Context: an optimization exercise on an open-source flow, tuned for small area and a short achievable clock period. The choices shown serve that exercise and are no tape-out recipe. Function was checked by simulation only, so behaviour that the tests miss may differ from the original. No driver is modelled on the clock port, so clocking that relies on it looks cheaper here than on a real chip. Power is estimated from default activity; no workload was simulated.

// Fir
module Fir(reset_n,clk,x_in,y_out);
input reset_n,clk;
input [15:0]x_in;
output [23:0]y_out;
reg [13:0]r4;
reg [17:0]r3;
reg [17:0]r2;
reg [17:0]r1;
reg c3_9;
reg c2_9;
reg c1_9;
wire zx;
wire [17:0]a3_s;
wire [18:0]a3_c;
wire [17:0]a3_r;
wire [18:0]a3_k;
wire [17:0]a2_s;
wire [18:0]a2_c;
wire [17:0]a2_r;
wire [18:0]a2_k;
wire [17:0]a1_s;
wire [18:0]a1_c;
wire [17:0]a1_r;
wire [18:0]a1_k;
wire [17:0]r1i9;
wire [13:0]yg;
wire [13:0]yp;
wire [13:0]yt;
wire [17:0]y;
wire yh1;
wire yh2;
assign zx=~(x_in[2]|x_in[1]|x_in[0]);    
fadd u1(.a(x_in[0]),.b(~x_in[3]),.c(r4[0]),.s(a3_s[0]),.co(a3_c[1]));
fadd u2(.a(x_in[1]),.b(~x_in[4]),.c(r4[1]),.s(a3_s[1]),.co(a3_c[2]));
fadd u3(.a(x_in[2]),.b(~x_in[5]),.c(r4[2]),.s(a3_s[2]),.co(a3_c[3]));
fadd u4(.a(x_in[3]),.b(~x_in[6]),.c(r4[3]),.s(a3_s[3]),.co(a3_c[4]));
fadd u5(.a(x_in[4]),.b(~x_in[7]),.c(r4[4]),.s(a3_s[4]),.co(a3_c[5]));
fadd u6(.a(x_in[5]),.b(~x_in[8]),.c(r4[5]),.s(a3_s[5]),.co(a3_c[6]));
fadd u7(.a(x_in[6]),.b(~x_in[9]),.c(r4[6]),.s(a3_s[6]),.co(a3_c[7]));
fadd u8(.a(x_in[7]),.b(~x_in[10]),.c(r4[7]),.s(a3_s[7]),.co(a3_c[8]));
fadd u9(.a(x_in[8]),.b(~x_in[11]),.c(r4[8]),.s(a3_s[8]),.co(a3_c[9]));
fadd u10(.a(x_in[9]),.b(~x_in[12]),.c(r4[9]),.s(a3_s[9]),.co(a3_c[10]));
fadd u11(.a(x_in[10]),.b(~x_in[13]),.c(r4[10]),.s(a3_s[10]),.co(a3_c[11]));
fadd u12(.a(x_in[11]),.b(~x_in[14]),.c(r4[11]),.s(a3_s[11]),.co(a3_c[12]));
fadd u13(.a(x_in[12]),.b(~x_in[15]),.c(r4[12]),.s(a3_s[12]),.co(a3_c[13]));
xnor2m u14(.a(x_in[13]),.b(r4[13]),.y(a3_s[13]));
or2m u15(.a(x_in[13]),.b(r4[13]),.y(a3_c[14]));
xnor2m u16(.a(x_in[14]),.b(a3_c[14]),.y(a3_s[14]));
or2m u17(.a(x_in[14]),.b(a3_c[14]),.y(a3_c[15]));
xnor2m u18(.a(x_in[15]),.b(a3_c[15]),.y(a3_s[15]));
or2m u19(.a(x_in[15]),.b(a3_c[15]),.y(a3_c[16]));
hadd u20(.a(a3_s[0]),.b(zx),.s(a3_r[0]),.co(a3_k[1]));
fadd u21(.a(a3_s[1]),.b(a3_c[1]),.c(a3_k[1]),.s(a3_r[1]),.co(a3_k[2]));
fadd u22(.a(a3_s[2]),.b(a3_c[2]),.c(a3_k[2]),.s(a3_r[2]),.co(a3_k[3]));
fadd u23(.a(a3_s[3]),.b(a3_c[3]),.c(a3_k[3]),.s(a3_r[3]),.co(a3_k[4]));
  ...
Size in the first run: ~320 cells after synthesis, roughly 42 I/O pins, roughly 4300 um2 of cells after synthesis.
Settings: LEC_CHECK=0, CAP_MARGIN=20, CORE_MARGIN=2, CORE_UTILIZATION=40, GPL_TIMING_DRIVEN=1, SETUP_SLACK_MARGIN=4.5, SLEW_MARGIN=20, SYNTH_HIERARCHICAL=1, SYNTH_MINIMUM_KEEP_SIZE=0; clock period 10.0 ns.
standard.sh (not shown) runs the stock make flow with config.mk's settings and CLKGATE_MAP_FILE= SYNTH_SCRIPT=/design/flow/synth_recipe.tcl, a recipe that flattens the netlist after the stock synthesis.
==> flow/flow/run.sh <==
#!/bin/bash
# Own layout flow: the standard flow (standard.sh), with two changes:
#  - clock tree synthesis without dummy load cells (-dont_use_dummy_load),
#  - port buffers start from buf_1 instead of the flow's default choice.
# Each tool's output goes to the ORFS logs under orfs/logs/; make's own output
# goes to flow_make.log here.
set -euo pipefail
bash standard.sh \
  "CTS_ARGS=-sink_clustering_enable -repair_clock_nets -dont_use_dummy_load -sink_clustering_size 30 -buf_list {sky130_fd_sc_hd__clkbuf_4 sky130_fd_sc_hd__clkbuf_8}" \
  "BUFFER_PORTS_ARGS=-buffer_cell sky130_fd_sc_hd__buf_1" \
  finish > flow_make.log 2>&1
The first run completed with no timing, DRC or antenna violations.
==> next run, changes <==
Settings changed: SETUP_SLACK_MARGIN 4.5 to 4.3.
After rerunning:
- The changed run passed the timing, design-rule and antenna checks
- synthesized area stays the same
- flip-flop and latch count stays the same
- critical path depth shrinks by 2

Fir, a different RTL version from the one above (not shown whole).
Size: roughly 42 I/O pins.
==> flow/config.mk <==
export PLATFORM = sky130hd
export DESIGN_NAME = Fir
export DESIGN_NICKNAME = Fir
export VERILOG_FILES = /design/flow/design.v
export SDC_FILE = /design/flow/constraint.sdc
export NUM_CORES = 4
export LEC_CHECK = 0
export CAP_MARGIN = 20
export CORE_MARGIN = 2
export CORE_UTILIZATION = 40
export CTS_BUF_LIST = sky130_fd_sc_hd__clkbuf_4 sky130_fd_sc_hd__clkbuf_8
export CTS_CLUSTER_SIZE = 30
export SETUP_SLACK_MARGIN = 4.3
export SLEW_MARGIN = 20
export SYNTH_HIERARCHICAL = 1
export SYNTH_MINIMUM_KEEP_SIZE = 0
==> flow/constraint.sdc <==
create_clock -name core_clock -period 10.0 [get_ports {clk}]
set_input_delay 2.0000 -clock core_clock [delete_from_list [all_inputs] [get_ports {clk}]]
set_output_delay 2.0000 -clock core_clock [all_outputs]
set_load 0.01 [all_outputs]
run.sh (not shown) runs the stock make flow with config.mk's settings and CLKGATE_MAP_FILE= SYNTH_SCRIPT=/design/flow/synth_recipe.tcl, a recipe that flattens the netlist after the stock synthesis.
Stock flow here: none of the scripts above is used.
==> next run, changes <==
==> flow/flow/run.sh (new file) <==
#!/bin/bash
# Own layout flow: the standard flow (standard.sh), with two changes:
#  - clock tree synthesis without dummy load cells (-dont_use_dummy_load),
#  - port buffers start from buf_1 instead of the flow's default choice.
# Each tool's output goes to the ORFS logs under orfs/logs/; make's own output
# goes to flow_make.log here.
set -euo pipefail
bash standard.sh \
  "CTS_ARGS=-sink_clustering_enable -repair_clock_nets -dont_use_dummy_load -sink_clustering_size 30 -buf_list {sky130_fd_sc_hd__clkbuf_4 sky130_fd_sc_hd__clkbuf_8}" \
  "BUFFER_PORTS_ARGS=-buffer_cell sky130_fd_sc_hd__buf_1" \
  finish > flow_make.log 2>&1
==> flow/standard.sh (new file) <==
#!/bin/bash
# synth_recipe.tcl (not shown) runs the flow's synth.tcl, then flattens the netlist and writes it again
# the make line also repeats each setting of config.mk as NAME=value (left out here)
make -C /OpenROAD-flow-scripts/flow DESIGN_CONFIG=/design/flow/config.mk WORK_HOME=/design/flow/orfs CLKGATE_MAP_FILE= SYNTH_SCRIPT=/design/flow/synth_recipe.tcl "${@:-finish}"
- SETUP_SLACK_MARGIN: 4.3 -> 4.6
removed: flow/run.sh
=> Routed wire length went up by 3.1%. Non-clock buffer count went up by 9. Synthesized cell count is unchanged. Clock-buffer cell count went down by 2.
==> next run, changes <==
--- a/flow/flow/run.sh
+++ b/flow/flow/run.sh
@@ -4 +4 @@
-#  - port buffers start from buf_1 instead of the flow's default choice.
+#  - port buffers start from buf_2 instead of the flow's default choice.
@@ -10 +10 @@
-  "BUFFER_PORTS_ARGS=-buffer_cell sky130_fd_sc_hd__buf_1" \
+  "BUFFER_PORTS_ARGS=-buffer_cell sky130_fd_sc_hd__buf_2" \
- SETUP_SLACK_MARGIN: 4.6 -> 4.3
Non-clock buffer count shrinks by 15.
Critical path depth is higher by 2.
Count of clock-buffer cells in the layout does not change.
Core utilization falls by 2.6 points.
Register-to-register slack degrades by 0.02 ns.

Another version of the RTL of Fir (not shown whole).
Size in the first run: about 310 cells after synthesis, ~42 I/O pins.
==> flow/config.mk <==
export PLATFORM = sky130hd
export DESIGN_NAME = Fir
export DESIGN_NICKNAME = Fir
export VERILOG_FILES = /design/flow/design.v
export SDC_FILE = /design/flow/constraint.sdc
export NUM_CORES = 4
export LEC_CHECK = 0
export CAP_MARGIN = 20
export CORE_MARGIN = 2
export CORE_UTILIZATION = 40
export GPL_TIMING_DRIVEN = 1
export PLACE_DENSITY = 0.7
export SETUP_SLACK_MARGIN = 4.4
export SLEW_MARGIN = 20
export SYNTH_HIERARCHICAL = 1
export SYNTH_MINIMUM_KEEP_SIZE = 0
==> flow/constraint.sdc <==
create_clock -name core_clock -period 10.0 [get_ports {clk}]
set_input_delay 2.0000 -clock core_clock [delete_from_list [all_inputs] [get_ports {clk}]]
set_output_delay 2.0000 -clock core_clock [all_outputs]
set_load 0.01 [all_outputs]
standard.sh (not shown) runs the stock make flow with config.mk's settings and CLKGATE_MAP_FILE= SYNTH_SCRIPT=/design/flow/synth_recipe.tcl, a recipe that flattens the netlist after the stock synthesis.
==> flow/flow/run.sh <==
#!/bin/bash
# Own layout flow: the standard flow (standard.sh), with these changes:
#  - clock tree synthesis without dummy load cells (-dont_use_dummy_load),
#  - port buffers start from buf_1 instead of the flow's default choice,
set -euo pipefail
bash standard.sh \
  "CTS_ARGS=-sink_clustering_enable -repair_clock_nets -dont_use_dummy_load -sink_clustering_size 30 -buf_list {sky130_fd_sc_hd__clkbuf_4 sky130_fd_sc_hd__clkbuf_8}" \
  "BUFFER_PORTS_ARGS=-buffer_cell sky130_fd_sc_hd__buf_1" \
  "POST_CTS_TCL=$PWD/flow/post_cts.tcl" \
  finish > flow_make.log 2>&1
==> flow/flow/post_cts.tcl <==
set limit 0.105
proc worst_clk_slew {} {
  set ms 0
  foreach p [get_pins -of_objects [all_registers] -filter "direction==input"] {
    if {[get_property $p name] != "CLK"} continue
    set s [get_property $p slew_max]
    if {$s > $ms} { set ms $s }
  }
  return $ms
}
estimate_parasitics -placement
puts "post_cts: worst clock-pin slew before [worst_clk_slew]"
set block [ord::get_db_block]
foreach inst [$block getInsts] {
  set m [[$inst getMaster] getName]
  if {$m != "sky130_fd_sc_hd__clkbuf_8"} continue
  set name [$inst getName]
  if {![string match "clkbuf_*_f_clk" $name]} continue
  set kept sky130_fd_sc_hd__clkbuf_8
  foreach try {sky130_fd_sc_hd__clkbuf_4 sky130_fd_sc_hd__clkbuf_2} {
    replace_cell [get_cells $name] $try
    estimate_parasitics -placement
    set s [worst_clk_slew]
    if {$s > $limit} { break }
    set kept $try
  }
  replace_cell [get_cells $name] $kept
  estimate_parasitics -placement
  puts "post_cts: $name -> $kept"
}
detailed_placement
check_placement -verbose
estimate_parasitics -placement
puts "post_cts: worst clock-pin slew after [worst_clk_slew]"
The first run passed the timing, design-rule and antenna checks.
Rerun with:
==> flow/flow/run.sh (replaced) <==
#!/bin/bash
# Own layout flow: the standard flow (standard.sh), with two changes:
#  - clock tree synthesis without dummy load cells (-dont_use_dummy_load),
#  - port buffers start from buf_1 instead of the flow's default choice.
# Each tool's output goes to the ORFS logs under orfs/logs/; make's own output
# goes to flow_make.log here.
set -euo pipefail
bash standard.sh \
  "CTS_ARGS=-sink_clustering_enable -repair_clock_nets -dont_use_dummy_load -sink_clustering_size 30 -buf_list {sky130_fd_sc_hd__clkbuf_4 sky130_fd_sc_hd__clkbuf_8}" \
  "BUFFER_PORTS_ARGS=-buffer_cell sky130_fd_sc_hd__buf_1" \
  finish > flow_make.log 2>&1
- PLACE_DENSITY: 0.7 -> not set
- SETUP_SLACK_MARGIN: 4.4 -> 4.6
removed: flow/flow/post_cts.tcl
After rerunning: Worst setup slack is better by 79 ps; power climbs by a few percent; synthesized area is unchanged; global-route usage drops by 0.41 points; wire length is about the same; register-to-register slack hardly moves; maximum frequency climbs slightly; hold slack is worse by 4.4 ps; utilization climbs by 2.4 points; count of clock-buffer cells in the layout is unchanged.
Rerun with:
==> flow/flow/run.sh (replaced) <==
#!/bin/bash
# Own layout flow: the standard flow (standard.sh), with these changes:
#  - clock tree synthesis without dummy load cells (-dont_use_dummy_load),
#  - port buffers start from buf_1 instead of the flow's default choice,
set -euo pipefail
bash standard.sh \
  "CTS_ARGS=-sink_clustering_enable -repair_clock_nets -dont_use_dummy_load -sink_clustering_size 30 -buf_list {sky130_fd_sc_hd__clkbuf_4 sky130_fd_sc_hd__clkbuf_8}" \
  "BUFFER_PORTS_ARGS=-buffer_cell sky130_fd_sc_hd__buf_1" \
  "POST_CTS_TCL=$PWD/flow/post_cts.tcl" \
  finish > flow_make.log 2>&1
==> flow/flow/post_cts.tcl (new file) <==
set limit 0.105
proc worst_clk_slew {} {
  set ms 0
  foreach p [get_pins -of_objects [all_registers] -filter "direction==input"] {
    if {[get_property $p name] != "CLK"} continue
    set s [get_property $p slew_max]
    if {$s > $ms} { set ms $s }
  }
  return $ms
}
estimate_parasitics -placement
puts "post_cts: worst clock-pin slew before [worst_clk_slew]"
set block [ord::get_db_block]
foreach inst [$block getInsts] {
  set m [[$inst getMaster] getName]
  if {$m != "sky130_fd_sc_hd__clkbuf_8"} continue
  set name [$inst getName]
  if {![string match "clkbuf_*_f_clk" $name]} continue
  set kept sky130_fd_sc_hd__clkbuf_8
  foreach try {sky130_fd_sc_hd__clkbuf_4 sky130_fd_sc_hd__clkbuf_2} {
    replace_cell [get_cells $name] $try
    estimate_parasitics -placement
    set s [worst_clk_slew]
    if {$s > $limit} { break }
    set kept $try
  }
  replace_cell [get_cells $name] $kept
  estimate_parasitics -placement
  puts "post_cts: $name -> $kept"
}
detailed_placement
check_placement -verbose
estimate_parasitics -placement
puts "post_cts: worst clock-pin slew after [worst_clk_slew]"
- SETUP_SLACK_MARGIN: 4.6 -> 4.5
Outcome: Design area goes down by a few percent; clock power goes down by about a fifth; clock skew grows by 15 ps; maximum frequency goes down slightly; via count drops slightly; non-clock buffer count falls by 6; wire length decreases by a few percent.
Rerun with:
- CORE_UTILIZATION: 40 -> 55
- SETUP_SLACK_MARGIN: 4.5 -> 4.4
Maximum frequency goes down by about 1.5%.
Wire length is lower by 0.58%.
Design area goes down by 2.1%.
Setup slack gets worse by 85 ps.
Clock-buffer cell count does not change.
Sequential share of layout area went up by 0.78 points.
Register-to-register slack is worse by 60 ps.
Final cell count drops by 6.6%.
Hold slack improved by 17 ps.
Clock power hardly moves.
Area after synthesis is unchanged.
Rerun with:
- CORE_UTILIZATION: 55 -> 40
The new run completed with no timing, DRC or antenna violations.
Area after synthesis stays the same.
Register-to-register slack improved by 30 ps.
Wire length increases by 0.48%.
Via count increases by about 0.7%.
Power decreases by about 2%.
Count of clock-buffer cells in the layout does not change.
Global-route usage decreases by 4.9 points.
Setup slack improved by 16 ps.

-- re-timing with driven ports --
Ports are ideal in the flow. The routed layouts listed here were re-timed in OpenROAD.
Step 1: set_driving_cell puts a clkbuf_16 on clk and a buf_2 on each other input, an assumption about the parent block.
Step 2 also shifts input and output timing later by t, the mid clock arrival at the registers, as if the neighbouring blocks saw the same clock.
Three values: ideal ports, drivers, drivers and shift; two values: the first two.
| run | t (ns) | setup slack, ns | hold WS [ns] | latest minus earliest clock arrival (ns) | worst data-port slew with drivers (ns) |
|---|---|---|---|---|---|
| the first run of note 1 | 0.362 | 4.561 / 4.541 / 4.179 | 0.457 / 0.457 / 0.457 | 0.031 / 0.031 | 0.06 |
| the second run of note 1 | 0.367 | 4.415 / 4.392 / 4.048 | 0.475 / 0.475 / 0.475 | 0.033 / 0.033 | 0.04 |
| the first run of note 2 | 0.369 | 4.371 / 4.381 / 4.014 | 0.472 / 0.472 / 0.472 | 0.008 / 0.009 | 0.06 |
| the second run of note 2 | 0.371 | 4.444 / 4.381 / 4.075 | 0.473 / 0.473 / 0.473 | 0.027 / 0.027 | 0.06 |
| the third run of note 2 | 0.365 | 4.406 / 4.390 / 4.036 | 0.488 / 0.488 / 0.488 | 0.030 / 0.030 | 0.04 |
| the first run of note 3 | 0.364 | 4.519 / 4.494 / 4.146 | 0.475 / 0.475 / 0.475 | 0.022 / 0.022 | 0.05 |
| the second run of note 3 | 0.370 | 4.598 / 4.569 / 4.199 | 0.470 / 0.470 / 0.470 | 0.012 / 0.012 | 0.07 |
| the third run of note 3 | 0.367 | 4.571 / 4.539 / 4.172 | 0.470 / 0.470 / 0.470 | 0.027 / 0.027 | 0.06 |
| the fourth run of note 3 | 0.357 | 4.487 / 4.490 / 4.133 | 0.487 / 0.487 / 0.487 | 0.023 / 0.022 | 0.04 |
| the fifth run of note 3 | 0.362 | 4.502 / 4.491 / 4.129 | 0.477 / 0.477 / 0.477 | 0.030 / 0.030 | 0.05 |
After both steps every run listed still meets setup and hold.
